From an optimization exercise on the open Yosys and OpenROAD flow, aimed at small area and a short achievable clock period; shortcuts taken in it are not production practice.
At most, simulation tests tie the RTL to the original design; equivalence was not proved.
No functional check of the RTL was part of runs 2 and 3.
Power and IR drop assume default switching activity.

--- flow/config.mk ---
export PLATFORM = sky130hd
export DESIGN_NAME = cpu8
export DESIGN_NICKNAME = cpu8
export VERILOG_FILES = /design/flow/design.v
export SDC_FILE = /design/flow/constraint.sdc
export NUM_CORES = 4
export LEC_CHECK = 0
export CAP_MARGIN = 20
export CORE_MARGIN = 2
export CORE_UTILIZATION = 40
export SLEW_MARGIN = 20
--- flow/constraint.sdc ---
create_clock -name core_clock -period 7.0 [get_ports {clk}]
set_input_delay 1.4000 -clock core_clock [delete_from_list [all_inputs] [get_ports {clk}]]
set_output_delay 1.4000 -clock core_clock [all_outputs]
set_load 0.01 [all_outputs]
--- flow/design.v ---
module register
#(parameter WIDTH=8)
(
    input                clk,
    input                load,
    input  [WIDTH-1: 0]  load_data,
    output [WIDTH-1: 0]  data
);
reg [WIDTH-1: 0]  d;
always @(posedge clk) begin
        if(load == 1'b1) begin
            d <= load_data;
        end
        else begin
            d <= d;
        end
    end
assign data = d;
endmodule
module mux (in1, in0, sel, out);
	input	[7:0]	in1;
	input	[7:0]	in0;
	input	sel;
	output	[7:0]	out;
	reg		[7:0]	out;
	always @(*) begin
		case (sel)
			1'b0:	out = in0;
			1'b1:	out = in1;
		endcase
	end
endmodule
module mux_8to1 (in7,in6,in5,in4,in3, in2, in1, in0, sel, out);
	input	[7:0]	in7,in6,in5,in4,in3,in2,in1,in0;
	input	[2:0]	sel;
	output	[7:0]	out;
	reg		[7:0]	out;
	always @(*) begin
		case (sel)
			3'b000:	out = in0;
			3'b001:	out = in1;
			3'b010:	out = in2;
			3'b011:	out = in3;
			3'b100:	out = in4;
			3'b101:	out = in5;
			3'b110:	out = in6;
			3'b111:	out = in7;
		endcase
	end
endmodule
module function_unit(G,A,B,Cin,S0,S1,S2,N,Z);
input [7:0] A,B;
input Cin,S0,S1,S2;
output [7:0] G;
output N,Z;
reg N,Z;
reg [7:0] G;
always @(*)begin
	case({S2,S1,S0,Cin})
	4'b0000:
		G=A;
	4'b0001:
		begin
		G=A+1;
		end
	4'b0010:
		begin
		G=A+B;
		end
	4'b0011:
		begin
		G=A+B+1;
		end
	4'b0100:
		begin
		G=A+~B;
		end
	4'b0101:
		begin
		G=A+~B+1;
		end
	4'b0110:
		begin
		G=A-1;
		end
	4'b0111:
		G=A;
	4'b1000:
		G=A&B;	
	4'b1001:
		G=A|B;
	4'b1010:
		G=A^B;
	4'b1011:
		G=~A;
	4'b1100:
		G=B;
   4'b1101:
		G={1'b0, B[7:1]};
   4'b1110:
		G={B[6:0], 1'b0};
   4'b1111:
		G=8'h00;
	endcase
	if(G[7]==1)
	N=1;
	else
	N=0;
	if(G==8'b00000000)
	Z=1;
	else
	Z=0;
end
endmodule
module datapath(AA,BA,DA,FS,CI,DI,LE,MD,MB,clk,BusD,Address_out,Data_out,N,Z,Bus_A,R0d,R1d,R2d,R3d,R4d,R5d,R6d,R7d);
input [2:0]AA,BA,DA;
input [3:0]FS;
input [7:0]CI,DI;
input LE,MD,MB,clk;
output[7:0]BusD,Data_out,R0d,R1d,R2d,R3d,R4d,R5d,R6d,R7d;
output[7:0]Address_out,Bus_A;
output N,Z;
reg [7:0]R0E,R1E,R2E,R3E,R4E,R5E,R6E,R7E;
wire[7:0]BusD,F,A,B_data,B,G,R0d,R1d,R2d,R3d,R4d,R5d,R6d,R7d,Bus_A;
wire[7:0]Address_out;
wire N,Z;
mux muxD(
	.in1(DI),
	.in0(F),
	.sel(MD),
	.out(BusD)
);
always @(*) begin
if(LE==1)begin
case(DA)
3'b000:
	begin
	R0E=1;
	R1E=0;
	R2E=0;
	R3E=0;
	R4E=0;
	R5E=0;
	R6E=0;
	R7E=0;
	end
3'b001:
	begin
	R0E=0;
	R1E=1;
	R2E=0;
	R3E=0;
	R4E=0;
	R5E=0;
	R6E=0;
	R7E=0;
	end
3'b010:
	begin
	R0E=0;
	R1E=0;
	R2E=1;
	R3E=0;
	R4E=0;
	R5E=0;
	R6E=0;
	R7E=0;
	end
3'b011:
	begin
	R0E=0;
	R1E=0;
	R2E=0;
	R3E=1;
	R4E=0;
	R5E=0;
	R6E=0;
	R7E=0;
	end
3'b100:
	begin
	R0E=0;
	R1E=0;
	R2E=0;
	R3E=0;
	R4E=1;
	R5E=0;
	R6E=0;
	R7E=0;
	end
3'b101:
	begin
	R0E=0;
	R1E=0;
	R2E=0;
	R3E=0;
	R4E=0;
	R5E=1;
	R6E=0;
	R7E=0;
	end
3'b110:
	begin
	R0E=0;
	R1E=0;
	R2E=0;
	R3E=0;
	R4E=0;
	R5E=0;
	R6E=1;
	R7E=0;
	end
3'b111:
	begin
	R0E=0;
	R1E=0;
	R2E=0;
	R3E=0;
	R4E=0;
	R5E=0;
	R6E=0;
	R7E=1;
	end
endcase
end
else begin
R0E=0;
R1E=0;
R2E=0;
R3E=0;
R4E=0;
R5E=0;
R6E=0;
R7E=0;
end
end
register R0(
	.clk(clk),
   .load(R0E),
   .load_data(BusD),
   .data(R0d)
);
register R1(
	.clk(clk),
   .load(R1E),
   .load_data(BusD),
   .data(R1d)
);
register R2(
	.clk(clk),
   .load(R2E),
   .load_data(BusD),
   .data(R2d)
);
register R3(
	.clk(clk),
   .load(R3E),
   .load_data(BusD),
   .data(R3d)
);
register R4(
	.clk(clk),
   .load(R4E),
   .load_data(BusD),
   .data(R4d)
);
register R5(
	.clk(clk),
   .load(R5E),
   .load_data(BusD),
   .data(R5d)
);
register R6(
	.clk(clk),
   .load(R6E),
   .load_data(BusD),
   .data(R6d)
);
register R7(
	.clk(clk),
   .load(R7E),
   .load_data(BusD),
   .data(R7d)
);
mux_8to1 MUXA(
	.in7(R7d),
	.in6(R6d),
	.in5(R5d),
	.in4(R4d),
	.in3(R3d),
	.in2(R2d),
	.in1(R1d),
	.in0(R0d),
	.sel(AA),
	.out(A)
);
assign Address_out=A;
assign Bus_A=A;
mux_8to1 MUXB(
	.in7(R7d),
	.in6(R6d),
	.in5(R5d),
	.in4(R4d),
	.in3(R3d),
	.in2(R2d),
	.in1(R1d),
	.in0(R0d),
	.sel(BA),
	.out(B_data)
);
mux muxB(
	.in1(CI),
	.in0(B_data),
	.sel(MB),
	.out(B)
);
assign Data_out=B;
function_unit FU(
	.A(A),
	.B(B),
	.Cin(FS[0]),
	.S0(FS[1]),
	.S1(FS[2]),
	.S2(FS[3]),
	.G(F),
	.N(N),
	.Z(Z)
);
endmodule
module instruction_decoder(IR,DA,AA,BA,FS,MB,MD,RW,MW,PL,JB,BC);
input [15:0]IR;
output[2:0]DA,AA,BA;
output[3:0]FS;
output MB,MD,RW,MW,PL,JB,BC;
reg	[2:0]DA,AA,BA;
reg	[3:0]FS;
reg	MB,MD,RW,MW,PL,JB,BC;
always @(*) begin
DA=IR[8:6];
AA=IR[5:3];
BA=IR[2:0];
MB=IR[15];
MD=IR[13];
RW=~IR[14];
JB=IR[13];
BC=IR[9];
MW=IR[14]&~IR[15];
PL=IR[14]&IR[15];
FS[3:1]=IR[12:10];
FS[0]=~PL&IR[9];
end
endmodule
module branch_control(PL,JB,BC,N,Z,IR,Bus_A,PC,clk,rst,CI);
input PL,JB,BC,N,Z,clk,rst;
input [15:0] IR;
input [7:0] Bus_A;
output [7:0] PC,CI;
reg [7:0] PC,M1,A_out,constant,CI;
reg S1,S2;
always @(*) begin
	constant={2'b00,IR[8:6],IR[2:0]};
	CI={5'b00000,IR[2:0]};
	if(PL==1&JB==1)
		begin 
		S1=0;
		S2=1;
		end
	else	if(PL==1&BC==0&Z==1)
		begin 
		S1=1;
		S2=0;
		end
	else if(PL==1&BC==1&N==1)
		begin
		S1=1;
		S2=0;
		end
	else
		begin
		S1=0;
		S2=0;
		end
end
always @(*) begin
case({S1,S2})
	2'b00:
		begin
		M1=8'b00000001;
		A_out=M1+PC;
		end
	2'b01:
		begin
		M1=8'b00000001;
		A_out=Bus_A;
		end
	2'b10:
		begin
		M1=constant;
		A_out=M1+PC;
		end
	default:
		begin
		M1=constant;
		A_out=Bus_A;
		end
endcase
end
always @(posedge clk) begin
	if(rst)
		PC<=8'b00000000;
	else
		PC<=A_out;
end
endmodule
module cpu8(clk,rst,IR,Data_in,PC,MW_out,Address,Data_out,R0d,R1d,R2d,R3d,R4d,R5d,R6d,R7d);
input clk,rst;
input [15:0] IR;
input [7:0] Data_in;
output [7:0] PC;
output MW_out;
output [7:0] Address,Data_out,R0d,R1d,R2d,R3d,R4d,R5d,R6d,R7d;
wire [2:0] DA,AA,BA;
wire [3:0] FS;
wire PL,JB,BC,N,Z,MB,MD,RW,MW;
wire [7:0] Bus_A,BusD,CI;
branch_control branch(
.PL(PL),
.JB(JB),
.BC(BC),
.N(N),
.Z(Z),
.IR(IR),
.Bus_A(Bus_A),
.PC(PC),
.clk(clk),
.rst(rst),
.CI(CI)
);
instruction_decoder ID(
.IR(IR),
.DA(DA),
.AA(AA),
.BA(BA),
.FS(FS),
.MB(MB),
.MD(MD),
.RW(RW),
.MW(MW),
.PL(PL),
.JB(JB),
.BC(BC)
);
assign MW_out = MW & ~rst;
datapath datapath(
.AA(AA),
.BA(BA),
.DA(DA),
.FS(FS),
.CI(CI),
.DI(Data_in),
.LE(RW & ~rst),
.MD(MD),
.MB(MB),
.clk(clk),
.BusD(BusD),
.Bus_A(Bus_A),
.Address_out(Address),
.Data_out(Data_out),
.N(N),
.Z(Z),
.R0d(R0d),
.R1d(R1d),
.R2d(R2d),
.R3d(R3d),
.R4d(R4d),
.R5d(R5d),
.R6d(R6d),
.R7d(R7d)
);
endmodule
--- flow/run.sh ---
#!/bin/bash
# synth_recipe.tcl (not shown) runs the flow's synth.tcl, then flattens the netlist and writes it again
# the make line also repeats each setting of config.mk as NAME=value (left out here)
make -C /OpenROAD-flow-scripts/flow DESIGN_CONFIG=/design/flow/config.mk WORK_HOME=/design/flow/orfs CLKGATE_MAP_FILE= SYNTH_SCRIPT=/design/flow/synth_recipe.tcl finish
==> results of run 1 <==
==> synth_stat cells (all sizes together), types with 6 or more instances <==
library cell,number,area share [%]
edfxtp,64,31
nor2,54,3.3
nand2,44,2.6
a21oi,42,3.4
inv,41,2.5
ha,38,7.6
nand3,38,3.0
o21ai,35,2.8
clkbuf,33,2.0
mux2i,28,4.5
nor3,24,2.1
mux2,17,3.3
a211oi,15,1.8
buf,14,1.5
nand2b,14,1.4
xnor2,13,1.8
nor2b,12,1.2
o22ai,9,0.90
a31oi,8,0.90
dfxtp,8,2.6
o221ai,8,1.1
a211o,7,1.0
nand3b,7,0.84
a21o,6,0.72
a22oi,6,0.72
o31ai,6,0.72
or3,6,0.60
==> metrics by stage <==
step | power (uW) | instances | hold WS [ps] | util, % | TNS (ps)
after global routing | 1580 | 1144 | 655 | 59.8 | -47.6
after floorplan | 789 | 691 | 598 | - | 0
after CTS | 1490 | 1138 | 607 | 58.8 | 0
final | 1510 | 1144 | 608 | 59.8 | 0
after detailed placement | 1040 | 1117 | 596 | 56.3 | -5080
after global placement | 1040 | 1117 | 572 | 56.3 | -5160
==> path summary, 6_finish.rpt <==
kind	start	to	depth (start not counted)
worst max-delay path	IR[1]	branch.PC[6]	31
worst min-delay path	branch.PC[7]	branch.PC[7]	2
worst max register to register	datapath.R7.d[0]	branch.PC[6]	30
worst min register to register	branch.PC[7]	branch.PC[7]	2
==> cells in the final DEF, fill, tap and decap left out, types with 8 or more instances in the layout <==
cell type	instances
nor2b_1	11
mux2i_1	28
clkbuf_16	9
o221ai_1	8
o21ai_0	32
inv_1	36
ha_1	36
nor3_1	21
nand3_1	38
nand2_1	43
buf_4	150
clkdlybuf4s50_1	108
mux2_2	13
a211oi_1	13
a21oi_1	35
nand2b_1	14
dfxtp_1	8
nor2_1	51
xnor2_1	12
edfxtp_1	64
==> worst max-delay path, delay by kind of cell <==
family | cells | cell delay [ps]
fa+ha+maj | 3 | 710
mux | 2 | 620
compound gates | 13 | 2520
xor+xnor | 2 | 300
buf+inv | 5 | 610
simple gates | 6 | 840
==> power by group <==
| group | leakage (uW) | internal [uW] | switching [uW] |
|---|---|---|---|
| sequential | 0.000647 | 489 | 8.42 |
| clock | 0.000133 | 241 | 191 |
| combinational | 0.00296 | 277 | 306 |
| total | 0.00374 | 1010 | 505 |
==> logic make-up after synthesis <==
| logic type | count (synthesis) | synth area share, % |
|---|---|---|
| xor gates and xnor gates | 18 | 2.52 |
| and+or+nand+nor | 229 | 18.8 |
| adders and majority gates | 43 | 9.05 |
| buffers and inverters | 89 | 6.01 |
| DFF | 72 | 33.3 |
| AOI/OAI and AO/OA | 191 | 21.1 |
| muxes | 49 | 9.23 |
==> cell type report <==
cell class / instances / share of cell area (%)
tap: 211 / 2.89
clock inverter: 6 / 0.480
timing repair buffer: 273 / 26.0
clock buffer: 10 / 2.51
inverter: 42 / 1.75
sequential: 72 / 22.8
multi-input combinational: 530 / 43.6
==> state kept, by name, indices dropped and copies added (netlist names) <==
register,count
branch.PC,8
datapath.R0.d,8
datapath.R1.d,8
datapath.R2.d,8
datapath.R3.d,8
datapath.R4.d,8
datapath.R5.d,8
datapath.R6.d,8
datapath.R7.d,8
==> per-layer routing <==
metal | part of all wire, % | routed length [um]
met3 | 6.8 | 1680
met4 | 3.5 | 866
met5 | 0 | 0
met2 | 47 | 11500
met1 | 43 | 10600
==> repair_timing <==
item | CTS | global route
cloned | 0 | 1
resized for setup | 18 | 37
setup buffers | 5 | 5
pin swaps | 8 | 14
hold buffers | 0 | 0
setup endpoints to repair | 7 | 4
==> qor.csv, run 1 <==
metric,value,unit
peak supply drop,0.000142,V
dpl hpwl,19.1,mm
Post-Syn Instances,691,
Area Growth Syn to Fin,46.1,%
Iteration-0 DRC Markers,698,
Top Usage Layer GRT,met2,
slew margin rel.,26.3,%
Hold WC Path Type,reg2reg,
"slowest stage delay, CP",410,ps
Worst-path clk slew,60,ps
GR Util All Layers,29.5,%
worst-path fanout max,3,
Worst Path Required,7220,ps
MaxCap Viol Count,0,
post-synth cell types,80,
Filler cells,1366,
final worst slack,221,ps
Detailed Routing Iterations Pass 1,5,
ys async rst share,0,%
Vias,6691,
Period minus WS final,6780,ps
first-pass GRT wire length,37.1,mm
clk root buf,clkbuf_16,
Starting Density,41.0,%
row count,45,
met1 GRT Util,39.0,%
reg2reg setup slack,1010,ps
Mean Syn Cell Area,9.04,sq um
register area,0.00208,sq mm
Post-synth EDFFs,64,
drt drc,0,
Pins Over Slew Limit,0,
CTS tree,yes,
fin crit share,96.8,%
crit start category,input pin,
Crit Path Class,in2reg,
share of the yosys chip area belonging to registers,33.3,%
gpl congestion,0.938,
total grt overflow,0,
"antenna viol nets, final",0,
multi-input logic area,0.00398,sq mm
layout cell share with drive strength beyond 1,26.8,%
Die H,129,um
vias in the first global route,6597,
CTS Sinks,72,
final WL,24.7,mm
final hold violation count,0,
CP max stage cell,a2111o_1,
P_leak,0.00374,uW
pre-CTS setup slack,-1010,ps
status,no timing/DRC/antenna violations,
YS warnings,15,
Die ar.,0.0166,sq mm
diode count,0,
core area,0.0153,sq mm
Worst-Margin Slew,1100,ps
critical path capture point type,flip-flop,
latest clock arrival within the worst-skew pair,350,ps
placed cell area,0.00859,sq mm
#FFs+latches synth,72,
CTS H-tree lvls,3,
largest net degree at the start of global routing,32,
number of CTS-inserted buffers,9,
final net count,996,
Die X,129,um
crit path DAT,7000,ps
met2 Use GR,48.7,%
clk buf depth,2,
initial antenna violation count,0,
Clock Skew,11.5,ps
final setup violation count,0,
drt via density,5.85,
met3 global-route usage,3.99,%
WL per Instance,21.6,um
syn nets,759,
"Primary FF master, synth",edfxtp_1,
fmax,148,MHz
"Design Area, Final",0.00913,sq mm
I/O pin count,115,
PortBufs,114,
Pwr Density,166,mW/mm^2
Post-Syn Area,0.00625,sq mm
==> run 2, diff against run 1 <==
==> flow/design.v (replaced) <==
module cpu8(clk,rst,IR,Data_in,PC,MW_out,Address,Data_out,R0d,R1d,R2d,R3d,R4d,R5d,R6d,R7d);
input clk,rst;
input [15:0] IR;
input [7:0] Data_in;
output [7:0] PC;
output MW_out;
output [7:0] Address,Data_out,R0d,R1d,R2d,R3d,R4d,R5d,R6d,R7d;
reg [7:0] PC;
reg [7:0] R0d,R1d,R2d,R3d,R4d,R5d,R6d,R7d;
wire [2:0] DA = IR[8:6];
wire [2:0] AA = IR[5:3];
wire [2:0] BA = IR[2:0];
wire MB = IR[15];
wire MD = IR[13];
wire RW = ~IR[14];
wire MW = IR[14] & ~IR[15];
wire PL = IR[14] & IR[15];
wire JB = IR[13];
wire BC = IR[9];
wire [3:0] FS = {IR[12:10], ~PL & IR[9]};
reg [7:0] A, Bd;
always @(*) begin
	case (AA)
	3'd0: A = R0d; 3'd1: A = R1d; 3'd2: A = R2d; 3'd3: A = R3d;
	3'd4: A = R4d; 3'd5: A = R5d; 3'd6: A = R6d; default: A = R7d;
	endcase
	case (BA)
	3'd0: Bd = R0d; 3'd1: Bd = R1d; 3'd2: Bd = R2d; 3'd3: Bd = R3d;
	3'd4: Bd = R4d; 3'd5: Bd = R5d; 3'd6: Bd = R6d; default: Bd = R7d;
	endcase
end
wire [7:0] B = MB ? {5'b00000, IR[2:0]} : Bd;
wire [7:0] X = FS[2] ? (FS[1] ? 8'hFF : ~B) : (FS[1] ? B : 8'h00);
wire [8:0] S9 = {A, 1'b1} + {X, FS[0]};
wire [7:0] S = S9[8:1];
reg [7:0] L;
always @(*) begin
	case (FS[2:0])
	3'd0: L = A & B;
	3'd1: L = A | B;
	3'd2: L = A ^ B;
	3'd3: L = ~A;
	3'd4: L = B;
	3'd5: L = {1'b0, B[7:1]};
	3'd6: L = {B[6:0], 1'b0};
	default: L = 8'h00;
	endcase
end
wire [7:0] G = FS[3] ? L : S;
wire Z = ~|G;
wire N = G[7];
wire [7:0] BusD = MD ? Data_in : G;
wire WE = RW & ~rst;
always @(posedge clk) begin
	if (WE && DA == 3'd0) R0d <= BusD;
	if (WE && DA == 3'd1) R1d <= BusD;
	if (WE && DA == 3'd2) R2d <= BusD;
	if (WE && DA == 3'd3) R3d <= BusD;
	if (WE && DA == 3'd4) R4d <= BusD;
	if (WE && DA == 3'd5) R5d <= BusD;
	if (WE && DA == 3'd6) R6d <= BusD;
	if (WE && DA == 3'd7) R7d <= BusD;
end
assign MW_out = MW & ~rst;
assign Address = A;
assign Data_out = B;
wire jump = PL & JB;
wire branch = PL & ((~BC & Z) | (BC & N));
wire [7:0] PC_inc = PC + 8'd1;
wire [7:0] PC_br = PC + {2'b00, IR[8:6], IR[2:0]};
always @(posedge clk) begin
	if (rst) PC <= 8'd0;
	else if (jump) PC <= A;
	else if (branch) PC <= PC_br;
	else PC <= PC_inc;
end
endmodule
==> qor.csv, run 2 <==
metric,value,unit
status,no timing/DRC/antenna violations,
dpl hpwl,17.1,mm
final worst slack,360,ps
slew margin rel.,22.8,%
Worst-Margin Slew,1150,ps
Detailed Routing Iterations Pass 1,5,
Die X,121,um
Post-Syn Area,0.00546,sq mm
CTS tree,yes,
syn nets,621,
YS warnings,1,
layout cell share with drive strength beyond 1,20.6,%
Filler cells,1169,
reg2reg setup slack,1580,ps
Gate power share,32.4,%
Die H,121,um
"Primary FF master, synth",edfxtp_1,
clk root buf,clkbuf_16,
cell taking the most area after synthesis,edfxtp_1,
Fin Hold WS,588,ps
pre-CTS setup slack,-3.47,ps
largest net degree at the start of global routing,25,
GR Util All Layers,30.4,%
Area Growth Syn to Fin,39.4,%
DP Cell Count,904,
fmax,151,MHz
WL per Instance,23.6,um
Switching Share,32.2,%
Hold WC Path Type,reg2reg,
total grt overflow,0,
Post-Syn Instances,564,
number of setup buffers added after CTS,0,
MaxCap Viol Count,0,
number of CTS-inserted buffers,9,
drt via density,5.87,
RSZ-0062 raised after global routing,no,
drt drc,0,
Period minus WS final,6640,ps
clk buf depth,2,
ys async rst share,0,%
Mean Syn Cell Area,9.68,sq um
Seq pwr share,36.2,%
row count,42,
final net count,796,
top-count cell post-synth,edfxtp_1,
Iteration-0 DRC Markers,379,
Post-synth EDFFs,64,
"Design Area, Final",0.00761,sq mm
PortBufs,114,
Worst Path Required,7270,ps
crit start category,input pin,
Post-synth top cells,"64 x edfxtp_1, 47 x nor2_1, 46 x nand2_1, 37 x o21ai_0, 32 x inv_1",
latest clock arrival within the worst-skew pair,340,ps
CTS Sinks,72,
fin crit share,94.9,%
#FFs+latches synth,72,
CTS H-tree lvls,3,
final hold violation count,0,
share of the yosys chip area belonging to registers,38.1,%
critical path capture point type,flip-flop,
Pins Over Slew Limit,0,
CTS Hold Buffers Added,0,
placed cell area,0.00729,sq mm
sw power,445,uW
diode count,0,
clock network fraction of total power,31.5,%
Area contributors post-synth,"edfxtp_1 35%, ha_1 6.6%, mux2i_1 4.6%, mux2_2 3.9%, o21ai_0 3.4%",
Crit Path Class,in2reg,
"antenna viol nets, final",0,
final setup violation count,0,
crit path DAT,6910,ps
"commonest non-fill, non-tap cell in the layout",clkdlybuf4s50_1,
most frequent cells in the layout,"114 x clkdlybuf4s50_1, 80 x buf_4, 64 x edfxtp_1, 47 x nor2_1, 46 x nand2_1",
vias in the first global route,5389,
Die ar.,0.0146,sq mm
Int Pwr,938,uW
gpl congestion,0.983,
core area,0.0133,sq mm
P_leak,0.00303,uW
fin cells,920,
final WL,21.7,mm
peak supply drop,0.000141,V
Pwr Density,182,mW/mm^2
worst-path fanout max,24,
first-pass GRT wire length,32.7,mm
Clock Skew,7.47,ps
area share of the largest cell type after synthesis,35.2,%
Worst-path clk slew,60,ps
"Core Util, Final",57.2,%
Vias,5396,
I/O pin count,115,
post-synth cell types,78,
initial antenna violation count,0,
Starting Density,41.1,%
run 2: cell count changes in the layout (fill, tap and decap cells not counted), sizes merged, moves of 9 or more:
cell and delta:
buf -77, nand3 -19, a21oi -11, nor3 -11
a211oi -9, ha -9
run 2: layout make-up:
| class | instances | area (sq um) | area share (%) |
|---|---|---|---|
| sequential | 72 | 2080 | 27.4 |
| timing repair buffer | 196 | 1780 | 23.4 |
| clock inverter | 6 | 50.0 | 0.658 |
| clock buffer | 10 | 229 | 3.01 |
| multi-input combinational | 423 | 3110 | 40.8 |
| tap | 176 | 220 | 2.89 |
| inverter | 37 | 139 | 1.83 |
run 2: what timing repair did:
item / in CTS / in global routing
hold endpoints to repair: 0 / 0
resized for setup: 0 / 8
setup endpoints to repair: 0 / 2
run 2: metal layers:
| layer | track usage [%] | wire length [um] | up-vias |
|---|---|---|---|
| li1 | - | - | 2474 |
| met4 | 9.96 | 638 | 0 |
| met2 | 51.7 | 10600 | 239 |
| met3 | 4.34 | 1380 | 40 |
| met1 | 39.6 | 9050 | 2643 |
| met5 | 0 | 0 | - |
run 2: worst paths after layout:
| kind | to | cells past startpoint | from |
|---|---|---|---|
| worst min register to register | PC[7] | 2 | PC[7] |
| worst max register to register | PC[6] | 27 | R1d[0] |
| worst max-delay path | PC[6] | 27 | IR[2] |
| worst min-delay path | PC[7] | 2 | PC[7] |
run 2: critical path: stages:
cell and delay, ps:
clkdlybuf4s50_1 510, buf_12 180, buf_4 170, mux2i_1 90
o311ai_0 410, a21oi_1 170, nor3_1 340, inv_1 90
ha_1 290, mux2_2 260, a21oi_1 150, o22ai_1 100
a221oi_2 360, o32ai_2 160, a21o_2 280, o41a_1 390
ha_1 220, inv_1 70, fa_1 180, inv_1 40
a21oi_1 160, o21bai_1 110, a21o_1 180, a21oi_1 200
xnor2_1 150, nand2_1 70, a21oi_1 150
run 2: power groups by stage:
stage | registers, uW | logic [uW] | clock network, uW
2_1_floorplan | 510 | 233 | 0
3_3_place_gp | 509 | 435 | 0
3_5_place_dp | 509 | 437 | 0
4_1_cts | 500 | 440 | 438
5_1_grt | 501 | 484 | 459
6_report | 501 | 447 | 435
run 2: cell families after synthesis:
logic type      after synthesis  synth area share (%)
fa+ha+maj                    31                  7.38
xor+xnor                      9                  1.44
flops                        72                  38.1
mux                          47                  9.40
simple gates                174                  15.5
buf+inv                      69                  5.96
compound gates              162                  22.2
run 2: metrics by stage:
stage | power [uW] | setup TNS (ps)
floorplan | 743 | 0
global placement | 945 | 0
detailed placement | 946 | -4.11
CTS | 1380 | 0
global route | 1440 | 0
finish | 1380 | 0
==> run 3, diff against run 2 <==
==> flow/flow/run.sh (new file) <==
#!/bin/bash
set -o pipefail
export BUFFER_PORTS_ARGS="-buffer_cell sky130_fd_sc_hd__buf_2"
bash standard.sh finish > standard.log 2>&1
==> flow/standard.sh (new file) <==
#!/bin/bash
# synth_recipe.tcl (not shown) runs the flow's synth.tcl, then flattens the netlist and writes it again
# the make line also repeats each setting of config.mk as NAME=value (left out here)
make -C /OpenROAD-flow-scripts/flow DESIGN_CONFIG=/design/flow/config.mk WORK_HOME=/design/flow/orfs CLKGATE_MAP_FILE= SYNTH_SCRIPT=/design/flow/synth_recipe.tcl "${@:-finish}"
removed: flow/run.sh
==> qor.csv, run 3 <==
metric,value,unit
YS warnings,1,
Clock Skew,9.56,ps
post-synth cell types,78,
Worst Path Required,7260,ps
Crit Path Class,in2reg,
crit path DAT,6910,ps
reg2reg setup slack,1340,ps
"Primary FF master, synth",edfxtp_1,
peak supply drop,0.000122,V
MaxCap Viol Count,0,
clk buf depth,2,
"Design Area, Final",0.00660,sq mm
layout cell share with drive strength beyond 1,30.2,%
core area,0.0133,sq mm
Vias,5203,
Gate power share,28.1,%
number of CTS-inserted buffers,9,
Worst R2R End,PC[7],
Int Pwr,870,uW
CTS tree,yes,
final worst slack,349,ps
Worst-path clk slew,60,ps
Iteration-0 DRC Markers,488,
initial antenna violation count,2,
Starting Density,41.1,%
clk root buf,clkbuf_16,
"commonest non-fill, non-tap cell in the layout",buf_2,
RR Startpoint,R1d[0],
Post-synth top cells,"64 x edfxtp_1, 47 x nor2_1, 46 x nand2_1, 37 x o21ai_0, 32 x inv_1",
Post-Syn Area,0.00546,sq mm
area share of the largest cell type after synthesis,35.2,%
first-pass GRT wire length,29.1,mm
drt via density,5.99,
"Core Util, Final",49.6,%
Die H,121,um
Mean Syn Cell Area,9.68,sq um
final net count,744,
total grt overflow,0,
Hold WC Path Type,reg2reg,
share of the yosys chip area belonging to registers,38.1,%
final hold violation count,0,
latest clock arrival within the worst-skew pair,340,ps
#FFs+latches synth,72,
Pins Over Slew Limit,0,
WL per Instance,22.1,um
status,no timing/DRC/antenna violations,
RSZ-0062 raised after global routing,no,
Post-Syn Instances,564,
placed cell area,0.00631,sq mm
Seq pwr share,38.9,%
final WL,19.2,mm
reg2reg path depth,24,
dpl hpwl,15.0,mm
GR Util All Layers,26.4,%
Setup crit start,IR[1],
largest net degree at the start of global routing,24,
Worst-Margin Slew,1090,ps
pre-CTS setup slack,-7.66,ps
fin crit share,95.0,%
number of setup buffers added after CTS,0,
P_leak,0.00279,uW
final setup violation count,0,
Area Growth Syn to Fin,20.8,%
cell taking the most area after synthesis,edfxtp_1,
crit start category,input pin,
I/O pin count,115,
ys async rst share,0,%
"antenna viol nets, final",0,
top-count cell post-synth,edfxtp_1,
Post-synth EDFFs,64,
sw power,413,uW
worst-path fanout max,17,
Die ar.,0.0146,sq mm
Die X,121,um
CTS H-tree lvls,3,
DP Cell Count,852,
Period minus WS final,6650,ps
fmax,150,MHz
row count,42,
clock network fraction of total power,33.0,%
Area contributors post-synth,"edfxtp_1 35%, ha_1 6.6%, mux2i_1 4.6%, mux2_2 3.9%, o21ai_0 3.4%",
CTS Sinks,72,
gpl congestion,1.01,
drt drc,0,
syn nets,621,
most frequent cells in the layout,"113 x buf_2, 64 x edfxtp_1, 47 x nor2_1, 46 x nand2_1, 37 x o21ai_0",
PortBufs,114,
total power,1280,uW
Detailed Routing Iterations Pass 1,6,
Switching Share,32.2,%
critical path capture point type,flip-flop,
vias in the first global route,4956,
Pwr Density,195,mW/mm^2
CP endpoint,PC[7],
Filler cells,1268,
fin cells,869,
slew margin rel.,27.3,%
-- run 3: worst min path at each step --
| stage | start | end | slack, ps | cells past startpoint |
|---|---|---|---|---|
| 2_1_floorplan | PC[7] | PC[7] | 600 | 2 |
| 3_3_place_gp | PC[7] | PC[7] | 590 | 2 |
| 3_5_place_dp | PC[7] | PC[7] | 580 | 2 |
| 4_1_cts | PC[7] | PC[7] | 590 | 2 |
| 5_1_grt | PC[7] | PC[7] | 630 | 2 |
| 6_report | PC[7] | PC[7] | 590 | 2 |
-- run 3: metrics by stage --
| stage | TNS, ps | hold slack, ps |
|---|---|---|
| 2_1_floorplan | 0 | 598 |
| 3_3_place_gp | 0 | 587 |
| 3_5_place_dp | -7.66 | 577 |
| 4_1_cts | 0 | 585 |
| 5_1_grt | 0 | 628 |
| 6_report | 0 | 585 |
-- run 3: repair_timing --
action,CTS,global route
gates resized for setup,0,3
hold buffers,0,0
setup endpoints to repair,0,2
-- run 3: critical path, stage by stage --
cell and delay, ps:
buf_2 290, inv_1 290, a221o_1 450, a211oi_2 410, o21ai_0 140, ha_1 370, a21o_1 210, a221oi_1 390
o21ai_0 180, xnor2_1 190, and3_1 200, o32ai_2 120, a21o_2 310, o41ai_1 360, ha_1 300, a21o_1 180
a21oi_1 230, o21bai_1 100, a21oi_1 180, nor2b_1 80, o21ai_0 190, xor2_1 90, a211oi_1 230
-- run 3: area by class of cell --
cell class | instances | area (sq um) | area share (%)
Sequential cell | 72 | 2080 | 31.6
Clock inverter | 6 | 42.5 | 0.645
Multi-Input combinational cell | 423 | 3080 | 46.7
Inverter | 37 | 139 | 2.11
Timing Repair Buffer | 144 | 798 | 12.1
Antenna cell | 1 | 2.50 | 0.0379
Clock buffer | 10 | 229 | 3.47
Tap cell | 176 | 220 | 3.34
-- run 3: kinds of logic after synthesis --
kind of cell,count (synthesis),synth area share [%]
XOR/XNOR,9,1.44
flip-flops,72,38.1
AND/OR/NAND/NOR,174,15.5
AO/OA/AOI/OAI,162,22.2
buffers and inverters,69,5.96
adder cells (fa/ha/maj),31,7.38
multiplexers,47,9.40
-- run 3: power groups by stage --
stage	clock network, uW	logic [uW]	registers [uW]
after floorplan	0	233	510
after global placement	0	352	508
after detailed placement	0	356	508
after CTS	430	357	499
after global routing	446	392	500
final	423	361	500
-- run 3: layer usage --
| metal | share of wire (%) | up-vias | track usage, % | wire length (um) |
|---|---|---|---|---|
| met2 | 47 | 280 | 42.4 | 9090 |
| met4 | 3.0 | 2 | 10.6 | 583 |
| li1 | - | 2380 | - | - |
| met3 | 7.9 | 37 | 4.58 | 1520 |
| met5 | 0.057 | - | 0 | 11 |
| met1 | 42 | 2504 | 35.2 | 8030 |
==> run 4, diff against run 3 <==
--- a/flow/design.v
+++ b/flow/design.v
@@ -49,4 +49,2 @@
 wire [7:0] G = FS[3] ? L : S;
-wire Z = ~|G;
-wire N = G[7];
 wire [7:0] BusD = MD ? Data_in : G;
@@ -66,5 +64,36 @@
 assign Data_out = B;
+wire [2:0] f = IR[12:10];
+wire [2:0] K = IR[2:0];
+wire hz = ~|A[7:3];
+wire h1 = (A[7:3] == 5'b00001);
+wire ho = &A[7:3];
+wire t0 = ~|A[6:3];
+wire t1 = &A[6:3];
+wire [3:0] lp = {1'b0, A[2:0]} + {1'b0, K};
+wire Zp = (lp[2:0] == 3'd0) & (lp[3] ? ho : hz);
+wire Np = A[7] ^ (lp[3] & t1);
+wire [2:0] Km = f[0] ? 3'd0 : K;
+wire [3:0] lm = {1'b0, A[2:0]} + {1'b0, ~Km};
+wire Zm = (lm[2:0] == 3'd0) & (lm[3] ? hz : h1);
+wire Nm = A[7] ^ (~lm[3] & t0);
+reg Zb, Nb;
+always @(*) begin
+	case (f)
+	3'd0: begin Zb = hz & (A[2:0] == 3'd0); Nb = A[7]; end
+	3'd1: begin Zb = Zp; Nb = Np; end
+	3'd2, 3'd3: begin Zb = Zm; Nb = Nm; end
+	3'd4: begin Zb = ((A[2:0] & K) == 3'd0); Nb = 1'b0; end
+	3'd5: begin Zb = hz & (A[2:0] == K); Nb = A[7]; end
+	default: begin Zb = (K == 3'd0); Nb = 1'b0; end
+	endcase
+end
 wire jump = PL & JB;
-wire branch = PL & ((~BC & Z) | (BC & N));
-wire [7:0] PC_inc = PC + 8'd1;
+wire branch = PL & ~JB & (BC ? Nb : Zb);
+wire [7:0] ic;
+assign ic[0] = 1'b1;
+genvar gi;
+generate for (gi = 1; gi < 8; gi = gi + 1) begin : inc
+	assign ic[gi] = ic[gi-1] & PC[gi-1];
+end endgenerate
+wire [7:0] PC_inc = PC ^ ic;
 wire [7:0] PC_br = PC + {2'b00, IR[8:6], IR[2:0]};
==> qor.csv, run 4 <==
metric,value,unit
Pwr Density,205,mW/mm^2
post-synthesis simple-gate area fraction,15.4,%
CTS tree,yes,
MaxCap Viol Count,0,
diode count,0,
largest net degree at the start of global routing,44,
post-synth cell types,79,
row count,43,
PostCTS Resize Cnt,0,
status,no timing/DRC/antenna violations,
layout cell share with drive strength beyond 1,27.9,%
cell taking the most area after synthesis,edfxtp_1,
clk buf depth,2,
Post-synth top cells,"64 x edfxtp_1, 55 x nor2_1, 43 x ha_1, 39 x nand2_1, 36 x o21ai_0",
Crit Path Class,in2reg,
CP max stage cell,o21ai_0,
fin crit share,83.1,%
core area,0.0139,sq mm
CTS Hold Buffers Added,0,
Post-synth EDFFs,64,
Hold WC Path Type,reg2reg,
vias in the first global route,4765,
Post-Syn Area,0.00569,sq mm
critical path's top delay family,compound AO/OA/AOI/OAI gates,
Buf/Inv on CP,2,
Synth Area in XOR/XNOR,2.46,%
Iteration-0 DRC Markers,451,
peak supply drop,0.000126,V
Detailed Routing Iterations Pass 1,5,
worst-path fanout max,43,
met1 GRT Util,33.4,%
Mean Syn Cell Area,9.78,sq um
CTS H-tree lvls,3,
TNS Setup,0,ps
Area contributors post-synth,"edfxtp_1 34%, ha_1 9.4%, mux2_2 3.8%, nor2_1 3.6%, mux2i_1 3.3%",
share of the yosys chip area belonging to registers,36.6,%
area share of the largest cell type after synthesis,33.8,%
Clock Skew,5.73,ps
number of CTS-inserted buffers,9,
slew margin rel.,26.8,%
critical path capture point type,flip-flop,
Period minus WS final,5820,ps
Worst Path Required,7000,ps
total power,1370,uW
Die ar.,0.0152,sq mm
"Critical Path, Cell by Cell",buf_2 > nand3_1 > nor2_1 > a211oi_1 > a21oi_1 > inv_1 > nand2_1 > nand2_1 > ha_1 > nor2b_1 > o21ai_0 > a21oi_1 > o21ai_0 > nand2b_1 > a21o_1 > a21oi_1 > xnor2_1 > o21ai_0 > o21ai_0,
YS warnings,1,
Die X,123,um
Top Usage Layer GRT,met2,
"slowest stage delay, CP",780,ps
"Primary FF master, synth",edfxtp_1,
latest clock arrival within the worst-skew pair,330,ps
Die H,123,um
PortBufs,114,
final hold violation count,0,
I/O pin count,115,
WL per Instance,20.6,um
Synth Area in Adders,10.9,%
CTS Sinks,72,
drt via density,5.88,
"most used cell, CP",o21ai_0,
first-pass GRT wire length,26.8,mm
crit start category,input pin,
initial antenna violation count,0,
"antenna viol nets, final",0,
most frequent cells in the layout,"114 x buf_2, 64 x edfxtp_1, 55 x nor2_1, 43 x ha_1, 39 x nand2_1",
final net count,749,
Worst-Margin Slew,1090,ps
"commonest non-fill, non-tap cell in the layout",buf_2,
ys async rst share,0,%
syn nets,655,
final setup violation count,0,
fmax,172,MHz
met2 Use GR,36.5,%
dpl hpwl,13.3,mm
total grt overflow,0,
drt drc,0,
met3 global-route usage,4.20,%
Area Growth Syn to Fin,17.8,%
Post-Syn Instances,582,
#FFs+latches synth,72,
number of setup buffers added after CTS,0,
Pins Over Slew Limit,0,
largest family of logic cells by synthesized area,compound AO/OA/AOI/OAI gates,
Vias,5061,
RSZ-0062 raised after global routing,no,
P_leak,0.00283,uW
crit path DAT,5810,ps
Synth Area in Compound Gates,19.6,%
Worst-path clk slew,60,ps
top-count cell post-synth,edfxtp_1,
clk root buf,clkbuf_16,
GR Util All Layers,23.3,%
final WL,17.8,mm
gpl congestion,0.861,
Starting Density,41.0,%
multiplexer area fraction after synthesis,9.73,%
[run 4: area by class of cell]
cell class	count	area (sq um)
repair buffers	120	616
multi-input cells	441	3320
fillers	1326	7170
well taps	180	225
flip-flops and latches	72	2080
clock inverters	7	120
inverters	32	120
clock buffers	9	225
[run 4: final timing paths]
path         startpoint     end  slack, ps  cells after the start
max               IR[0]  R7d[7]       1180                     19
min               PC[7]   PC[7]        630                      2
max reg2reg      R3d[1]  R7d[7]       2550                     18
min reg2reg       PC[7]   PC[7]        630                      2
[run 4: through the flow]
step | hold slack [ps] | area, sq um | std cells | worst slack [ps] | utilization, %
after global placement | 597 | 6360 | 845 | 1210 | 45.8
after floorplan | 625 | 5690 | 582 | 1790 | -
after detailed placement | 633 | 6360 | 845 | 952 | 45.8
final | 632 | 6710 | 861 | 1180 | 48.3
after CTS | 642 | 6710 | 861 | 1280 | 48.3
after global routing | 663 | 6710 | 861 | 740 | 48.3
[run 4: worst register-to-register path, stage by stage (launching register included)]
cell and delay (ps):
edfxtp_1 410, mux2i_1 100, mux4_2 480, a211oi_1 290, a21oi_1 170, inv_1 190
nand2_1 70, nand2_1 80, ha_1 270, nor2b_1 140, o21ai_0 190, a21oi_1 110
o21ai_0 150, nand2b_1 110, a21o_1 190, a21oi_1 180, xnor2_1 140, o21ai_0 90
o21ai_0 780
[run 4: logic make-up after synthesis]
group,Yosys count
buffers and inverters,69
xor gates and xnor gates,16
adders and majority gates,47
DFF,72
AOI/OAI and AO/OA,158
and+or+nand+nor,175
muxes,45
[run 4: where the power goes]
part,internal [uW],switching [uW],total (uW)
logic,135,208,343
clock network,349,180,529
registers,492,10.2,502
total,976,398,1370
[run 4: routing by layer]
layer  part of all wire, %  wire (um)  vias up
li1                      -          -     2349
met1                    46       8200     2513
met2                    47       8300      182
met3                   5.9       1050       17
met4                   1.3        234        0
met5                     0          0        -
==> run 5, diff against run 4 <==
--- a/flow/config.mk
+++ b/flow/config.mk
@@ -10,2 +10,3 @@
 export CORE_UTILIZATION = 40
+export SETUP_SLACK_MARGIN = 3
 export SLEW_MARGIN = 20
==> qor.csv, run 5 <==
metric,value,unit
"Primary FF master, synth",edfxtp_1,
Post-synth EDFFs,64,
dpl hpwl,13.2,mm
slew margin rel.,24.9,%
status,no timing/DRC/antenna violations,
CTS tree,yes,
Worst Path Required,5600,ps
Fin Hold WS,619,ps
PortBufs,114,
total power,1480,uW
Die ar.,0.0152,sq mm
Iteration-0 DRC Markers,615,
critical path capture point type,output pin,
ys async rst share,0,%
drt via density,5.98,
GR Util All Layers,27.3,%
worst-path fanout max,5,
first-pass GRT wire length,30.6,mm
TNS Setup,0,ps
drt drc,0,
"antenna viol nets, final",0,
Worst-path clk slew,60,ps
area share of the largest cell type after synthesis,33.8,%
diode count,0,
critical path's top delay family,buffers and inverters,
largest net degree at the start of global routing,47,
Vias,5655,
Hold WC Path Type,reg2reg,
"Critical Path, Cell by Cell",buf_16 > nand2b_4 > mux4_2 > a211oi_2 > a21oi_2 > inv_2 > buf_4 > buf_6 > buf_6 > buf_6,
crit path DAT,2950,ps
syn nets,655,
Area Growth Syn to Fin,46.9,%
Die H,123,um
Detailed Routing Iterations Pass 1,5,
vias in the first global route,5159,
top-count cell post-synth,edfxtp_1,
MaxCap Viol Count,0,
post-synth cell types,79,
"most used cell, CP",buf_6,
"commonest non-fill, non-tap cell in the layout",buf_2,
total grt overflow,0,
"slowest stage delay, CP",500,ps
Post-synth top cells,"64 x edfxtp_1, 55 x nor2_1, 43 x ha_1, 39 x nand2_1, 36 x o21ai_0",
Period minus WS final,4350,ps
latest clock arrival within the worst-skew pair,340,ps
Worst-Margin Slew,1120,ps
peak supply drop,0.000153,V
share of the yosys chip area belonging to registers,36.6,%
crit start category,input pin,
CTS H-tree lvls,3,
fin crit share,62.1,%
I/O pin count,115,
Clock Skew,9.92,ps
final net count,833,
P_leak,0.00354,uW
Pwr Density,177,mW/mm^2
final hold violation count,0,
Pins Over Slew Limit,0,
Post-Syn Instances,582,
WL per Instance,22.7,um
Mean Syn Cell Area,9.78,sq um
most frequent cells in the layout,"102 x buf_2, 67 x buf_4, 64 x edfxtp_1, 50 x nor2_1, 37 x ha_1",
initial antenna violation count,0,
Area contributors post-synth,"edfxtp_1 34%, ha_1 9.4%, mux2_2 3.8%, nor2_1 3.6%, mux2i_1 3.3%",
row count,43,
#FFs+latches synth,72,
final setup violation count,0,
CTS Sinks,72,
RSZ-0062 raised after global routing,yes,
Buf/Inv on CP,6,
Crit Path Class,in2out,
Post-Syn Area,0.00569,sq mm
CP max stage cell,mux4_2,
layout cell share with drive strength beyond 1,47.1,%
clk buf depth,2,
core area,0.0139,sq mm
CTS Hold Buffers Added,0,
clk root buf,clkbuf_16,
Starting Density,41.0,%
fmax,230,MHz
cell taking the most area after synthesis,edfxtp_1,
"Core Util, Final",60.3,%
number of CTS-inserted buffers,9,
Die X,123,um
final WL,21.4,mm
gpl congestion,0.884,
YS warnings,1,
==> run 5: cell counts after synthesis <==
No cell type changed its count.
==> run 5: worst reg2reg max path: cells and delay by family (launching register included) <==
| family | cells | cell delay [ps] |
|---|---|---|
| simple gates | 2 | 140 |
| xor+xnor | 1 | 70 |
| flops | 1 | 480 |
| fa+ha+maj | 1 | 230 |
| buf+inv | 2 | 210 |
| mux | 2 | 650 |
| compound gates | 11 | 1450 |
==> run 5: timing repair <==
action                     CTS  global route
pin swaps                   42            33
setup endpoints to repair   88            70
gates resized for setup    117            40
buffers inserted            48            30
gates cloned                 9             2
==> run 5: final timing paths <==
| check | from | to | slack, ps | depth (start not counted) |
|---|---|---|---|---|
| hold / removal | PC[7] | PC[7] | 620 | 2 |
| setup reg to reg | R2d[0] | R6d[7] | 3510 | 19 |
| hold reg to reg | PC[7] | PC[7] | 620 | 2 |
| setup / recovery | IR[0] | Data_out[1] | 2650 | 10 |
==> run 5: cells by family after synthesis <==
kind of cell | Yosys count | synth area share (%)
and+or+nand+nor | 175 | 15.4
AOI/OAI and AO/OA | 158 | 19.6
DFF | 72 | 36.6
buffers and inverters | 69 | 5.32
adders and majority gates | 47 | 10.9
muxes | 45 | 9.73
xor gates and xnor gates | 16 | 2.46
==> run 5: power breakdown <==
part / leakage (uW) / internal, uW / total [uW] / switching, uW
sequential: 0.000646 / 492 / 503 / 10.6
combinational: 0.00275 / 242 / 506 / 264
clock: 0.000146 / 279 / 470 / 191
total: 0.00354 / 1010 / 1480 / 465
==> run 5: stage by stage <==
stage / cells / setup slack (ps) / area, sq um
3_3_place_gp: 840 / 1630 / 6510
6_report: 945 / 2650 / 8370
5_1_grt: 945 / 2580 / 8370
2_1_floorplan: 582 / 2430 / 5960
3_5_place_dp: 840 / 1500 / 6510
4_1_cts: 913 / 2750 / 7900
==> run 5: layer usage <==
| metal | vias to the layer above | share of wire, % | global-route usage [%] |
|---|---|---|---|
| met5 | - | 0 | 0 |
| met4 | 0 | 2.9 | 9.80 |
| met3 | 54 | 8.0 | 3.69 |
| met2 | 296 | 48 | 43.4 |
| met1 | 2777 | 41 | 38.2 |
| li1 | 2528 | - | - |
==> run 5: area by class of cell <==
class	count	area, sq um
repair buffers	202	1650
flip-flops and latches	72	2080
clock buffers	9	225
clock inverters	7	77.6
fillers	1153	5510
inverters	32	144
repair inverters	1	5.00
well taps	180	225
multi-input cells	442	3960
==> run 6, diff against run 5 <==
--- a/flow/config.mk
+++ b/flow/config.mk
@@ -10,3 +10,3 @@
 export CORE_UTILIZATION = 40
-export SETUP_SLACK_MARGIN = 3
+export SETUP_SLACK_MARGIN = 2
 export SLEW_MARGIN = 20
==> qor.csv, run 6 <==
metric,value,unit
status,no timing/DRC/antenna violations,
TNS Setup,0,ps
final hold violation count,0,
Hold WC Path Type,reg2reg,
Die ar.,0.0152,sq mm
Worst R2R End,R4d[6],
core area,0.0139,sq mm
drt via density,5.95,
initial antenna violation count,0,
worst-path fanout max,31,
CTS tree,yes,
drt drc,0,
GR Util All Layers,24.0,%
row count,43,
fin crit share,68.7,%
#FFs+latches synth,72,
Crit Path Class,in2reg,
crit start category,input pin,
Detailed Routing Iterations Pass 1,5,
Area Growth Syn to Fin,17.6,%
Worst-path clk slew,60,ps
CTS H-tree lvls,3,
critical path's top delay family,compound AO/OA/AOI/OAI gates,
CP max stage cell,fa_1,
WL per Instance,20.8,um
WHS Endpoint,PC[7],
Worst Path Required,7250,ps
Worst Hold Depth,2,
placed cell area,0.00635,sq mm
total grt overflow,0,
post-synth cell types,79,
reg2reg setup slack,3190,ps
Post-synth top cells,"64 x edfxtp_1, 55 x nor2_1, 43 x ha_1, 39 x nand2_1, 36 x o21ai_0",
"Design Area, Final",0.00670,sq mm
vias in the first global route,4703,
"antenna viol nets, final",0,
diode count,0,
Vias,5109,
latest clock arrival within the worst-skew pair,340,ps
Die X,123,um
area share of the largest cell type after synthesis,33.8,%
Clock Skew,7.28,ps
slew margin rel.,28.5,%
syn nets,655,
reg2reg path depth,15,
YS warnings,1,
Pwr Density,194,mW/mm^2
RR Startpoint,R3d[0],
Mean Syn Cell Area,9.78,sq um
MaxCap Viol Count,0,
most frequent cells in the layout,"110 x buf_2, 64 x edfxtp_1, 55 x nor2_1, 43 x ha_1, 39 x nand2_1",
top-count cell post-synth,edfxtp_1,
"commonest non-fill, non-tap cell in the layout",buf_2,
critical path capture point type,flip-flop,
I/O pin count,115,
first-pass GRT wire length,27.4,mm
P_leak,0.00281,uW
largest net degree at the start of global routing,47,
Fin Hold WS,584,ps
fmax,208,MHz
final WL,17.8,mm
CP Depth,14,
Die H,123,um
"slowest stage delay, CP",420,ps
"Core Util, Final",48.2,%
final setup violation count,0,
RSZ-0062 raised after global routing,no,
final net count,748,
"Primary FF master, synth",edfxtp_1,
clk root buf,clkbuf_16,
Iteration-0 DRC Markers,473,
Area contributors post-synth,"edfxtp_1 34%, ha_1 9.4%, mux2_2 3.8%, nor2_1 3.6%, mux2i_1 3.3%",
share of the yosys chip area belonging to registers,36.6,%
Post-synth EDFFs,64,
dpl hpwl,13.2,mm
Pins Over Slew Limit,0,
PortBufs,114,
hold_sp,PC[7],
Starting Density,41.0,%
Post-Syn Instances,582,
Period minus WS final,4810,ps
gpl congestion,0.898,
crit path DAT,5060,ps
number of CTS-inserted buffers,9,
CTS Sinks,72,
Buf/Inv on CP,1,
Post-Syn Area,0.00569,sq mm
clk buf depth,2,
layout cell share with drive strength beyond 1,28.3,%
"Critical Path, Cell by Cell",buf_4 > mux2_2 > a22oi_1 > o2111ai_4 > ha_1 > fa_1 > xnor2_1 > nand3_1 > a21oi_1 > a311oi_1 > o311ai_4 > nand2_4 > or2_0 > a311oi_2,
Worst-Margin Slew,1070,ps
ys async rst share,0,%
cell taking the most area after synthesis,edfxtp_1,
peak supply drop,0.000131,V
## run 6: cell counts after synthesis
No cell type changed its count.
## run 6: how the worst max path moves through the flow
stage | start | to | slack, ps
finish | IR[5] | PC[1] | 2190
global route | IR[1] | R6d[7] | 2010
CTS | IR[1] | R2d[7] | 2020
detailed placement | IR[0] | R0d[7] | 1240
global placement | IR[0] | R5d[7] | 1430
floorplan | IR[2] | R0d[6] | 2020
## run 6: worst min-delay path, cell delays in order, from the launching register on
cell and delay, ps:
dfxtp_1 340, o21a_1 140, o31ai_2 60
## run 6: per-layer routing
metal | GRT usage, % | wire length, um
met5 | 0 | 0
met4 | 6.75 | 303
met2 | 35.8 | 7940
met1 | 35.5 | 8150
met3 | 4.66 | 1450
## run 6: kinds of logic after synthesis
family | synth area share, %
flip-flops | 36.6
multiplexers | 9.73
XOR/XNOR | 2.46
AND/OR/NAND/NOR | 15.4
adder cells (fa/ha/maj) | 10.9
buffers and inverters | 5.32
AO/OA/AOI/OAI | 19.6
## run 6: final cells by class
type / count / area, sq um
fillers: 1333 / 7190
repair buffers: 119 / 631
well taps: 180 / 225
flip-flops and latches: 72 / 2080
clock buffers: 11 / 233
multi-input cells: 441 / 3350
inverters: 32 / 125
clock inverters: 4 / 46.3
## run 6: timing repair
action	in CTS	in global routing
buffers inserted	0	1
hold buffers	0	0
setup endpoints to repair	26	41
gates resized for setup	5	14
pin swaps	0	1
## run 6: power by group
| part | internal [uW] | total (uW) | switching [uW] |
|---|---|---|---|
| sequential | 492 | 502 | 9.68 |
| clock | 272 | 444 | 172 |
| combinational | 139 | 350 | 211 |
| total | 904 | 1300 | 392 |
## run 6: through the flow
stage	power [uW]	cells	setup WS (ps)
floorplan	752	582	2020
global placement	842	843	1430
detailed placement	850	843	1240
CTS	1290	858	2020
global route	1360	859	2010
finish	1300	859	2190
==> run 7, diff against run 6 <==
--- a/flow/config.mk
+++ b/flow/config.mk
@@ -9,3 +9,3 @@
 export CORE_MARGIN = 2
-export CORE_UTILIZATION = 40
+export CORE_UTILIZATION = 60
 export SETUP_SLACK_MARGIN = 2
==> qor.csv, run 7 <==
metric,value,unit
largest family of logic cells by synthesized area,compound AO/OA/AOI/OAI gates,
"antenna viol nets, final",0,
PortBufs,114,
number of CTS-inserted buffers,9,
Clock Skew,14.4,ps
Area Growth Syn to Fin,15.0,%
status,no timing/DRC/antenna violations,
Post-Syn Instances,582,
Synth Area in Compound Gates,19.6,%
crit start category,input pin,
Worst Path Required,7280,ps
Area contributors post-synth,"edfxtp_1 34%, ha_1 9.4%, mux2_2 3.8%, nor2_1 3.6%, mux2i_1 3.3%",
"Primary FF master, synth",edfxtp_1,
crit path DAT,5070,ps
TNS Setup,0,ps
fin cells,808,
Die H,101,um
slew margin rel.,22.7,%
Fin Hold WS,617,ps
Int Pwr,797,uW
final hold violation count,0,
Worst-Margin Slew,1150,ps
Gate power share,28.9,%
Synth Area in Adders,10.9,%
fmax,209,MHz
most frequent cells in the layout,"110 x buf_2, 64 x edfxtp_1, 55 x nor2_1, 43 x ha_1, 39 x nand2_1",
Worst R2R End,R4d[7],
fin crit share,68.4,%
Crit Path Class,in2reg,
largest net degree at the start of global routing,47,
I/O pin count,115,
WL per Instance,20.6,um
Mean Syn Cell Area,9.78,sq um
"commonest non-fill, non-tap cell in the layout",buf_2,
Worst-path clk slew,90,ps
Vias,5129,
sw power,394,uW
clock network fraction of total power,29.1,%
vias in the first global route,4604,
dpl hpwl,12.0,mm
ys async rst share,0,%
Die X,101,um
share of the yosys chip area belonging to registers,36.6,%
reg2reg path depth,18,
worst-path fanout max,31,
Post-synth EDFFs,64,
final WL,16.6,mm
Starting Density,61.6,%
WHS Endpoint,PC[7],
cell taking the most area after synthesis,edfxtp_1,
core area,0.00924,sq mm
Pwr Density,182,mW/mm^2
clk root buf,clkbuf_8,
Post-Syn Area,0.00569,sq mm
post-synthesis simple-gate area fraction,15.4,%
P_leak,0.00277,uW
RSZ-0062 raised after global routing,no,
CTS Sinks,72,
peak supply drop,0.000112,V
Switching Share,33.1,%
GR Util All Layers,32.3,%
reg2reg setup slack,3200,ps
layout cell share with drive strength beyond 1,29.0,%
top-count cell post-synth,edfxtp_1,
area share of the largest cell type after synthesis,33.8,%
drt drc,0,
Seq pwr share,42.1,%
total power,1190,uW
CTS tree,yes,
YS warnings,1,
row count,35,
DP Cell Count,792,
Synth Area in XOR/XNOR,2.46,%
Period minus WS final,4790,ps
critical path capture point type,flip-flop,
final net count,747,
multiplexer area fraction after synthesis,9.73,%
initial antenna violation count,0,
hold_sp,PC[7],
Detailed Routing Iterations Pass 1,7,
post-synth cell types,79,
drt via density,6.35,
RR Startpoint,R2d[0],
final setup violation count,0,
first-pass GRT wire length,25.0,mm
clk buf depth,2,
syn nets,655,
Hold WC Path Type,reg2reg,
#FFs+latches synth,72,
Die ar.,0.0103,sq mm
CTS H-tree lvls,3,
gpl congestion,0.993,
MaxCap Viol Count,0,
Pins Over Slew Limit,0,
latest clock arrival within the worst-skew pair,360,ps
diode count,0,
Worst Hold Depth,2,
Filler cells,724,
Iteration-0 DRC Markers,489,
Post-synth top cells,"64 x edfxtp_1, 55 x nor2_1, 43 x ha_1, 39 x nand2_1, 36 x o21ai_0",
total grt overflow,0,
run 7: cell count changes in the layout (fill, tap and decap cells not counted), moves of 2 or more:
cell / change
o21ai_1: -3
o21ai_0: +3
clkbuf_1: -2
buf_4: -3
clkinv_4: +2
clkbuf_16: -9
clkbuf_8: +9
run 7: metrics by stage:
step | instance area (sq um) | util [%] | setup WS [ps]
global route | 6550 | 70.9 | 2010
CTS | 6510 | 70.5 | 2030
floorplan | 5700 | - | 2020
detailed placement | 6290 | 68.0 | 1210
global placement | 6290 | 68.0 | 1370
finish | 6550 | 70.9 | 2210
run 7: final cells by class:
class	count	area [sq um]	share of cell area, %
repair buffers	118	627	9.57
well taps	129	161	2.46
multi-input cells	441	3360	51.2
clock inverters	7	77.6	1.18
clock buffers	9	124	1.89
inverters	32	123	1.87
flip-flops and latches	72	2080	31.8
run 7: logic make-up after synthesis:
kind of cell,count (synthesis)
AND/OR/NAND/NOR,175
AO/OA/AOI/OAI,158
flip-flops,72
buffers and inverters,69
adder cells (fa/ha/maj),47
multiplexers,45
XOR/XNOR,16
run 7: what timing repair did:
action / 4_1_cts / 5_1_grt
endpoints found under the setup margin: 25 / 33
setup buffers: 0 / 0
resized for setup: 6 / 11
gates cloned: 0 / 0
hold buffers: 0 / 0
endpoints found under the hold margin: 0 / 0
pin swaps: 0 / 2
run 7: worst max-delay path by stage:
stage | to | cells past startpoint | slack, ps | start
final | PC[1] | 14 | 2210 | IR[5]
after global routing | PC[1] | 14 | 2010 | IR[5]
after CTS | PC[7] | 15 | 2030 | IR[5]
after detailed placement | R3d[7] | 19 | 1210 | IR[0]
after global placement | R3d[7] | 19 | 1370 | IR[0]
after floorplan | R0d[6] | 17 | 2020 | IR[2]
run 7: worst max-delay path: stages:
cell and delay (ps):
clkbuf_4 360, mux2_2 380, a22oi_1 190, o2111ai_2 360, ha_1 390, fa_1 410, xnor2_1 160, nand3_1 90
a21oi_1 180, a311oi_1 100, o311ai_4 380, nand2_4 160, or2_0 260, a311oi_2 230
run 7: power groups by stage:
stage	Combinational [uW]	Clock (uW)	Sequential, uW
floorplan	240	0	512
global placement	326	0	510
detailed placement	335	0	510
CTS	339	348	501
global route	378	361	502
finish	344	346	501
run 7: metal layers:
metal	vias up	share of wire, %	wire length (um)	track usage, %
li1	2348	-	-	-
met1	2464	42	7010	45.7
met2	280	47	7810	51.7
met3	37	8.4	1390	5.59
met4	0	2.4	393	8.63
met5	-	0	0	0
==> run 8, diff against run 7 <==
==> flow/flow/run.sh (replaced) <==
#!/bin/bash
set -o pipefail
export BUFFER_PORTS_ARGS="-buffer_cell sky130_fd_sc_hd__buf_2"
export SETUP_MOVE_SEQUENCE="unbuffer,sizeup,swap"
bash standard.sh finish > standard.log 2>&1
--- a/flow/config.mk
+++ b/flow/config.mk
@@ -9,4 +9,4 @@
 export CORE_MARGIN = 2
-export CORE_UTILIZATION = 60
-export SETUP_SLACK_MARGIN = 2
+export CORE_UTILIZATION = 40
+export SETUP_SLACK_MARGIN = 3
 export SLEW_MARGIN = 20
==> qor.csv, run 8 <==
metric,value,unit
clk buf depth,2,
Post-Syn Area,0.00569,sq mm
share of the yosys chip area belonging to registers,36.6,%
Worst Path Required,7120,ps
"commonest non-fill, non-tap cell in the layout",buf_2,
DP Cell Count,840,
Worst-path clk slew,60,ps
final setup violation count,0,
YS warnings,1,
final WL,18.1,mm
number of CTS-inserted buffers,9,
Filler cells,1272,
P_leak,0.00297,uW
gpl congestion,0.884,
Clock Skew,12.5,ps
fmax,228,MHz
Post-synth EDFFs,64,
Die ar.,0.0152,sq mm
latest clock arrival within the worst-skew pair,340,ps
Mean Syn Cell Area,9.78,sq um
post-synthesis simple-gate area fraction,15.4,%
Area Growth Syn to Fin,27.4,%
Synth Area in XOR/XNOR,2.46,%
diode count,0,
slew margin rel.,24.5,%
crit path DAT,4510,ps
status,no timing/DRC/antenna violations,
most frequent cells in the layout,"100 x buf_2, 64 x edfxtp_1, 53 x nor2_1, 39 x ha_1, 36 x nand2_1",
initial antenna violation count,1,
total grt overflow,0,
clk root buf,clkbuf_16,
Post-Syn Instances,582,
largest family of logic cells by synthesized area,compound AO/OA/AOI/OAI gates,
I/O pin count,115,
first-pass GRT wire length,27.5,mm
Synth Area in Adders,10.9,%
syn nets,655,
row count,43,
Pins Over Slew Limit,0,
multiplexer area fraction after synthesis,9.73,%
Vias,5039,
MaxCap Viol Count,0,
#FFs+latches synth,72,
Worst-Margin Slew,1130,ps
Period minus WS final,4390,ps
"Primary FF master, synth",edfxtp_1,
drt via density,5.89,
Detailed Routing Iterations Pass 1,5,
CTS tree,yes,
total power,1360,uW
Die H,123,um
vias in the first global route,4729,
critical path capture point type,flip-flop,
fin cells,856,
top-count cell post-synth,edfxtp_1,
Pwr Density,188,mW/mm^2
area share of the largest cell type after synthesis,33.8,%
TNS Setup,0,ps
PortBufs,114,
dpl hpwl,13.2,mm
cell taking the most area after synthesis,edfxtp_1,
"antenna viol nets, final",0,
Area contributors post-synth,"edfxtp_1 34%, ha_1 9.4%, mux2_2 3.8%, nor2_1 3.6%, mux2i_1 3.3%",
largest net degree at the start of global routing,47,
CTS Sinks,72,
Synth Area in Compound Gates,19.6,%
GR Util All Layers,24.2,%
post-synth cell types,79,
drt drc,0,
core area,0.0139,sq mm
layout cell share with drive strength beyond 1,36.5,%
Crit Path Class,in2reg,
Hold WC Path Type,reg2reg,
worst-path fanout max,43,
Post-synth top cells,"64 x edfxtp_1, 55 x nor2_1, 43 x ha_1, 39 x nand2_1, 36 x o21ai_0",
fin crit share,62.7,%
number of setup buffers added after CTS,0,
ys async rst share,0,%
peak supply drop,0.000110,V
final net count,744,
Die X,123,um
Starting Density,41.0,%
crit start category,input pin,
RSZ-0062 raised after global routing,yes,
Iteration-0 DRC Markers,348,
final hold violation count,0,
"Core Util, Final",52.3,%
WL per Instance,21.2,um
CTS H-tree lvls,3,
[run 8: cell types whose count changed in the layout (fill, tap and decap cells not counted), sizes merged]
| cell | previous run | this run |
|---|---|---|
| buf | 117 | 114 |
| clkinvlp | 1 | 2 |
| inv | 34 | 33 |
[run 8: worst max-delay path: stages]
cell and delay, ps:
buf_16 160, nand2b_4 160, mux4_2 500, a211oi_2 240, a21oi_2 120, inv_2 110, nand2_2 60, nand2_2 110
ha_4 210, nor2b_4 120, o21ai_2 170, a21oi_2 80, o21ai_1 140, nand2b_1 100, a21o_1 180, a21oi_2 130
xnor2_1 130, o21ai_1 100, o21ai_2 280
[run 8: area by class of cell]
type,instances,area [sq um],share of cell area (%)
Inverter,32,144,1.98
Clock buffer,9,225,3.10
Sequential cell,72,2080,28.7
Timing Repair Buffer,115,757,10.4
Multi-Input combinational cell,441,3740,51.6
Clock inverter,7,77.6,1.07
Tap cell,180,225,3.10
[run 8: repair_timing]
action,4_1_cts,5_1_grt
resized for setup,84,20
hold buffers,0,0
endpoints found under the setup margin,88,72
pin swaps,40,16
[run 8: cell families (layout without fill, tap and decap cells)]
logic type,Yosys count,in the layout
AND/OR/NAND/NOR,175,175
AO/OA/AOI/OAI,158,158
multiplexers,45,45
buffers and inverters,69,163
flip-flops,72,72
adder cells (fa/ha/maj),47,47
XOR/XNOR,16,16
[run 8: per-layer routing]
layer / track usage (%) / up-vias / part of all wire, %
met5: 0 / - / 0
met4: 6.46 / 0 / 1.9
met3: 3.69 / 26 / 6.1
met2: 38.9 / 189 / 48
met1: 34.2 / 2478 / 44
li1: - / 2346 / -
[run 8: path summary, 6_finish.rpt]
check | cells after the start | startpoint | slack [ps] | to
worst max-delay path | 19 | IR[0] | 2610 | R6d[7]
worst min-delay path | 2 | PC[7] | 630 | PC[7]
worst max register to register | 15 | R2d[0] | 3460 | R3d[6]
worst min register to register | 2 | PC[7] | 630 | PC[7]
[run 8: power by group]
part	internal (uW)	switching, uW
registers	492	10.3
clock network	279	184
logic	169	229
total	940	423
[run 8: per-stage QoR]
step / hold WS, ps / worst slack (ps) / area, sq um
finish: 632 / 2610 / 7260
global route: 657 / 2410 / 7260
CTS: 613 / 2600 / 7170
detailed placement: 604 / 1500 / 6510
global placement: 585 / 1630 / 6510
floorplan: 628 / 2430 / 5960

[what the ideal ports hide]
The flow's constraints put no driver on any port. The routed layouts listed below were extracted and timed again, unchanged, in two steps. Step 1 sets driving cells, clkbuf_16 on the clock port and buf_2 on the other inputs (assumed; they add their load-dependent delay and slew). Step 2 times the ports against the registers' clock, not the clock port: input delays grow and output delays shrink by t, the midpoint of the rising clock arrivals with the driver on. a / b / c = ideal / step 1 / step 2; a / b = the first two.
| run | shift t [ns] | slack for setup (ns) | worst setup path after step 2 | clock arrival spread, ns | worst register clock-pin slew, ns |
|---|---|---|---|---|---|
| run 1 | 0.388 | 0.221 / 0.230 / -0.157 | input to register | 0.011 / 0.011 | 0.07 / 0.07 |
| run 2 | 0.380 | 0.360 / 0.375 / -0.005 | input to register | 0.007 / 0.007 | 0.06 / 0.06 |
| run 3 | 0.375 | 0.349 / 0.357 / -0.018 | input to register | 0.009 / 0.010 | 0.06 / 0.06 |
| run 4 | 0.370 | 1.184 / 1.191 / 0.821 | input to register | 0.005 / 0.006 | 0.06 / 0.06 |
| run 5 | 0.385 | 2.654 / 2.442 / 2.209 | input to register | 0.010 / 0.010 | 0.06 / 0.06 |
| run 6 | 0.377 | 2.192 / 2.195 / 1.821 | input to register | 0.008 / 0.007 | 0.06 / 0.06 |
| run 7 | 0.386 | 2.209 / 2.215 / 1.829 | input to register | 0.015 / 0.014 | 0.09 / 0.09 |
| run 8 | 0.375 | 2.608 / 2.582 / 2.207 | input to register | 0.012 / 0.012 | 0.06 / 0.06 |
With both steps, setup timing fails in run 1, run 2 and run 3, where it was met with ideal ports. For run 5, which loses most, drivers alone change the setup slack by -0.212 ns; drivers and shift together by -0.445 ns.
